This design comes from an exercise in tuning for small area on the open sky130 flow, not from production work.
Function was checked by simulation only, so behaviour that the tests miss may differ from the original.
No activity file was given, so power comes from the tool's default toggle rates.

==> flow/design.v <==
module top (
  input  logic clk,   
  input  logic reset_n_in,
  input  logic midi_in,
  output logic note_cv_p,
  output logic note_cv_n
);
  logic [3:0] rc;       
  logic       rn;       
  wire        rc_full = rc[3] & rc[1];
  always_ff @(posedge clk) begin
    if (~reset_n_in)
      rc <= 4'd0;
    else if (~rc_full)
      rc <= rc + 4'd1;
    rn   <= rc_full;
  end
  wire rn_u = reset_n_in & rc[3] & (rc[1] | rc[0]);    
  logic [2:0] rxb;
  always_ff @(posedge clk)
    rxb <= {rxb[1:0], midi_in};
  wire rxs = rxb[2];
  logic [9:0] t;        
  logic [4:0] b;        
  wire idle   = b[4] & b[2];
  wire tmatch = (t == 10'b0100011001);
  wire eor    = b[4] & b[1] & b[0];                                
  wire b18    = b[4] & b[1] & ~b[0];                               
  always_ff @(posedge clk) begin
    if (idle | tmatch)
      t <= 10'd0;
    else
      t <= {t[8:0], ~(t[9] ^ t[6])};
  end
  always_ff @(posedge clk) begin
    if (~rn_u | eor)
      b <= 5'd20;
    else if (idle)
      b <= rxs ? 5'd20 : 5'd0;
    else if (tmatch)
      b <= b + 5'd1;
  end
  logic [7:0] sr;
  wire shift = tmatch & ~b[0] & ~b18;
  wire ok = rn_u & tmatch & b18 & rxs;    
  logic       on;
  logic [1:0] len;
  logic [6:0] n;
  wire is_data = ~sr[7];
  wire is_stat = sr[7] & ~&sr[6:4];
  wire is_note = ~sr[6] & ~sr[5];
  wire other   = &len;
  wire [1:0] nlen = is_stat ? {~is_note, ~is_note} :
                    (is_data & ~other) ? ((len == 2'd2) ? 2'd1 : len + 2'd1) : len;
  wire ev    = (nlen == 2'd2);
  wire is_on = on & (|sr[6:0]);
  always_ff @(posedge clk) begin
    if (~rn)
      len <= 2'd3;
    else if (ok) begin
      if (is_stat)
        on <= sr[4];
      len <= nlen;
    end
  end
  always_ff @(posedge clk)
    if (ok & (nlen == 2'd1))
      n <= sr[6:0];
  logic [3:0]  ph;
  logic [15:0][10:0] ring;          
  logic        full;                
  logic        empty;               
  wire [6:0] hn = ring[15][10:4];
  wire [3:0] hd = ring[15][3:0];
  wire act    = (hd != 4'hf) | full;
  wire neq    = (hn == n);
  wire nmatch = act & neq;
  wire second = act & (hd == 4'd1);
  wire age14  = act & (hd == 4'd14);
  localparam logic [2:0] S_IDLE = 3'd0, S_ARM = 3'd1, S_F = 3'd2, S_R1 = 3'd3,
                         S_R2 = 3'd4, S_WT = 3'd5, S_P2 = 3'd6;
  logic [2:0] st;
  logic [3:0] tm;
  logic       op;                   
  logic       held;                 
  logic       nw;                   
  logic       s2;                   
  logic       s14;                  
  logic [6:0] o2;                   
  wire  [3:0] a1 = sr[3:0];
  wire  [3:0] q  = sr[3:0];
  wire  [3:0] a2 = sr[7:4];
  wire ph15  = &ph;
  wire tend  = &tm;
  wire scan  = (st == S_ARM) | ((st == S_F) & ~tend);
  wire go    = op ? (~held & ~full) : held;
  wire adv = (st == S_IDLE) ? (ok & ev) :
             ((st == S_ARM) | (st == S_F) | (st == S_R1) | (st == S_R2)) ? tend : ph15;
  always_ff @(posedge clk) begin
    if (~rn | (adv & ((st == S_P2) | ((st == S_WT) & ~go))))
      st <= S_IDLE;
    else if (adv)
      st <= st + 3'd1;
  end
  always_ff @(posedge clk) begin
    if (st == S_IDLE)
      tm <= 4'd13;
    else if (tend & ((st == S_F) | (st == S_R1)))
      tm <= (st == S_F) ? ~a1 : (~a2 & {4{s2}});    
    else
      tm <= tm + 4'd1;
  end
  wire p2     = (st == S_P2);
  wire ins_w  = p2 & op & ~act & ~held;
  wire del_c  = p2 & ~op & nmatch;
  wire del_d  = p2 & ~op & act & (nw ? (hd != 4'd0) : (hd > q));
  wire inc    = p2 & op & act;
  always_ff @(posedge clk) begin
    if (ok)
      op <= is_on;
    if (st == S_IDLE) begin
      held <= 1'b0;
      nw   <= 1'b0;
      s2   <= 1'b0;
      s14  <= 1'b0;
    end
    else if (scan) begin
      held <= held | nmatch;
      nw   <= nw | (nmatch & (hd == 4'd0));
      s2   <= s2 | second;
      s14  <= s14 | age14;
      if (second)
        o2 <= hn;
    end
    else if (ins_w)
      held <= 1'b1;
  end
  always_ff @(posedge clk) begin
    if (st == S_IDLE) begin
      if (shift)
        sr <= {rxs, sr[7:1]};
    end
    else if (scan) begin
      if (nmatch)
        sr[3:0] <= (hd == 4'd0) ? ph : hd;
      if (second)
        sr[7:4] <= ph;
    end
  end
  always_ff @(posedge clk) begin
    if (~rn) begin
      full  <= 1'b0;
      empty <= 1'b1;
    end
    else if (p2 & ph15) begin
      full  <= op & s14;
      empty <= 1'b0;      
    end
  end
  logic [3:0] nd;
  always_comb begin
    if (ins_w)
      nd = 4'd0;
    else if (empty | del_c)
      nd = 4'hf;
    else if (inc)
      nd = hd + 4'd1;
    else if (del_d)
      nd = hd - 4'd1;
    else
      nd = hd;
  end
  always_ff @(posedge clk) begin
    ph <= rn ? ph + 4'd1 : 4'd0;
    ring <= {ring[14:0], {ins_w ? n : hn, nd}};
  end
  wire fire = ((st == S_F) & (tm == 4'd6) & op & ~full) | ((st == S_R2) & tend & ~op & nw);
  wire [6:0] src = ((st == S_F) | ~s2) ? n : o2;    
  wire ge60 = src[6] | (&src[5:2]);
  logic [5:0] w;
  always_ff @(posedge clk) begin
    if (~rn)
      w <= 6'd0;
    else if (fire)
      w <= {src[5:3] | {3{ge60}}, src[2] & ~ge60, src[1:0] | {2{ge60}}};
  end
  logic [5:0] dc;
  wire        dm  = (dc == 6'b001001);
  wire        den = (dc == 6'd0);
  always_ff @(posedge clk) begin
    if (~rn | dm)
      dc <= 6'd0;
    else
      dc <= {dc[4:0], ~(dc[5] ^ dc[4])};
  end
  logic [5:0] dse;
  wire  [6:0] add = {1'b0, w} + {1'b0, dse};
  always_ff @(posedge clk) begin
    if (~rn)
      dse <= 6'd0;
    else if (den)
      dse <= add[5:0];
    note_cv_p <= add[6];
  end
  assign note_cv_n = ~note_cv_p;
endmodule
==> flow/config.mk <==
export PLATFORM = sky130hd
export DESIGN_NAME = top
export DESIGN_NICKNAME = top
export VERILOG_FILES = /design/flow/design.v
export SDC_FILE = /design/flow/constraint.sdc
export NUM_CORES = 4
export LEC_CHECK = 0
export CAP_MARGIN = 0
export CORE_MARGIN = 2
export CORE_UTILIZATION = 40
export GPL_TIMING_DRIVEN = 0
export SLEW_MARGIN = 0
==> flow/constraint.sdc <==
create_clock -name core_clock -period 20.0 [get_ports {clk}]
set_input_delay 4.0000 -clock core_clock [delete_from_list [all_inputs] [get_ports {clk}]]
set_output_delay 4.0000 -clock core_clock [all_outputs]
set_load 0.01 [all_outputs]
standard.sh (not shown) runs the stock make flow with config.mk's settings and CLKGATE_MAP_FILE= SYNTH_SCRIPT=/design/flow/synth_recipe.tcl, a recipe that flattens the netlist after the stock synthesis.
==> flow/flow/run.sh <==
#!/bin/bash
set -euo pipefail
export CTS_ARGS="-sink_clustering_enable -repair_clock_nets -dont_use_dummy_load -buf_list sky130_fd_sc_hd__clkbuf_8 -root_buf sky130_fd_sc_hd__clkbuf_4 -tree_buf sky130_fd_sc_hd__clkbuf_4 -sink_clustering_buffer sky130_fd_sc_hd__clkbuf_8 -sink_clustering_size 18 -sink_clustering_max_diameter 60"
export BUFFER_PORTS_ARGS="-buffer_cell sky130_fd_sc_hd__buf_1"
bash standard.sh > standard.log 2>&1
Then changed:
==> flow/flow/run.sh (replaced) <==
#!/bin/bash
# The standard layout (standard.sh, synth_recipe.tcl, ORFS) with three changes:
#  * synthesis maps the logic with an area-oriented ABC script
#    (flow/abc_area_map.script: strash; dch -f; amap) in place of ORFS's
#    speed script; everything else in the synthesis, and so every register,
#    is as in the standard synthesis;
#  * clock tree synthesis without dummy loads, with clkbuf_8 leaf clusters of
#    at most 18 sinks and clkbuf_4 root and tree buffers;
#  * ports are buffered with buf_1.
# The whole make output goes to standard.log; ORFS keeps each step's log
# under orfs/logs.
set -euo pipefail
here=$(pwd)
rm -rf "$here/scripts_area"
cp -r "$FLOW_HOME/scripts" "$here/scripts_area"
cp "$here/flow/abc_area_map.script" "$here/scripts_area/abc_speed.script"
export SCRIPTS_DIR="$here/scripts_area"
export CTS_ARGS="-sink_clustering_enable -repair_clock_nets -dont_use_dummy_load -buf_list sky130_fd_sc_hd__clkbuf_8 -root_buf sky130_fd_sc_hd__clkbuf_4 -tree_buf sky130_fd_sc_hd__clkbuf_4 -sink_clustering_buffer sky130_fd_sc_hd__clkbuf_8 -sink_clustering_size 18 -sink_clustering_max_diameter 60"
export BUFFER_PORTS_ARGS="-buffer_cell sky130_fd_sc_hd__buf_1"
bash standard.sh > standard.log 2>&1
==> flow/flow/abc_area_map.script (new file) <==
strash
dch -f
amap
- CAP_MARGIN: 0 -> 20
- CORE_UTILIZATION: 40 -> 65
- SLEW_MARGIN: 0 -> 20
Outcome: Worst setup slack degrades by 0.10 ns. Hold slack loses 0.043 ns. Final cell count fell by 13%. Total power shrinks by 1.3%. Final area decreases by 5.2%. Area after synthesis fell by 3.6%. Non-clock buffer count shrinks by 14. Clock power is lower by about 4%. Routed wire length went down by 8.4%.
Then changed:
--- a/flow/flow/run.sh
+++ b/flow/flow/run.sh
@@ -16,5 +16,5 @@
 cp "$here/flow/abc_area_map.script" "$here/scripts_area/abc_speed.script"
 export SCRIPTS_DIR="$here/scripts_area"
-export CTS_ARGS="-sink_clustering_enable -repair_clock_nets -dont_use_dummy_load -buf_list sky130_fd_sc_hd__clkbuf_8 -root_buf sky130_fd_sc_hd__clkbuf_4 -tree_buf sky130_fd_sc_hd__clkbuf_4 -sink_clustering_buffer sky130_fd_sc_hd__clkbuf_8 -sink_clustering_size 18 -sink_clustering_max_diameter 60"
+export CTS_ARGS="-sink_clustering_enable -repair_clock_nets -dont_use_dummy_load -buf_list sky130_fd_sc_hd__clkbuf_16 -root_buf sky130_fd_sc_hd__clkbuf_4 -tree_buf sky130_fd_sc_hd__clkbuf_4 -sink_clustering_buffer sky130_fd_sc_hd__clkbuf_16 -sink_clustering_size 32 -sink_clustering_max_diameter 60"
 export BUFFER_PORTS_ARGS="-buffer_cell sky130_fd_sc_hd__buf_1"
 bash standard.sh > standard.log 2>&1
- CORE_UTILIZATION: 65 -> 40
- GPL_TIMING_DRIVEN: 0 -> unset
- The changed run ran to the end with no violations
- synthesized cell count does not change
- global-route usage came out lower by 7.0 points
- critical path depth fell by 3
- total power grows by about 6%

==> re-timing with driven ports <==
In the flow no input, the clock included, has a driving cell. The finished layouts below were timed again as built, in two steps.
Step 1: set_driving_cell puts a clkbuf_16 on clk and a buf_2 on each other input, an assumption about the parent block.
Step 2 adds t to the input delays and takes it off the output delays; t is the mean of the earliest and latest rising clock arrival at the registers after step 1. Input paths then give back, and output paths get back, about the clock's delay inside the block.
Slacks: no drivers / after step 1 / after step 2; pairs: no drivers / after step 1.
| run | t, ns | slack for setup (ns) | hold WS [ns] |
|---|---|---|---|
| the first run | 0.653 | 14.686 / 14.701 / 14.048 | 0.322 / 0.322 / 0.322 |
| the second run | 0.625 | 14.582 / 14.590 / 13.965 | 0.279 / 0.279 / 0.279 |
| the third run | 0.645 | 14.686 / 14.697 / 14.052 | 0.280 / 0.280 / 0.280 |
After both steps every run listed still meets setup and hold. For the first run, which loses most, drivers alone change the setup slack by +0.015 ns; drivers and shift together by -0.638 ns.
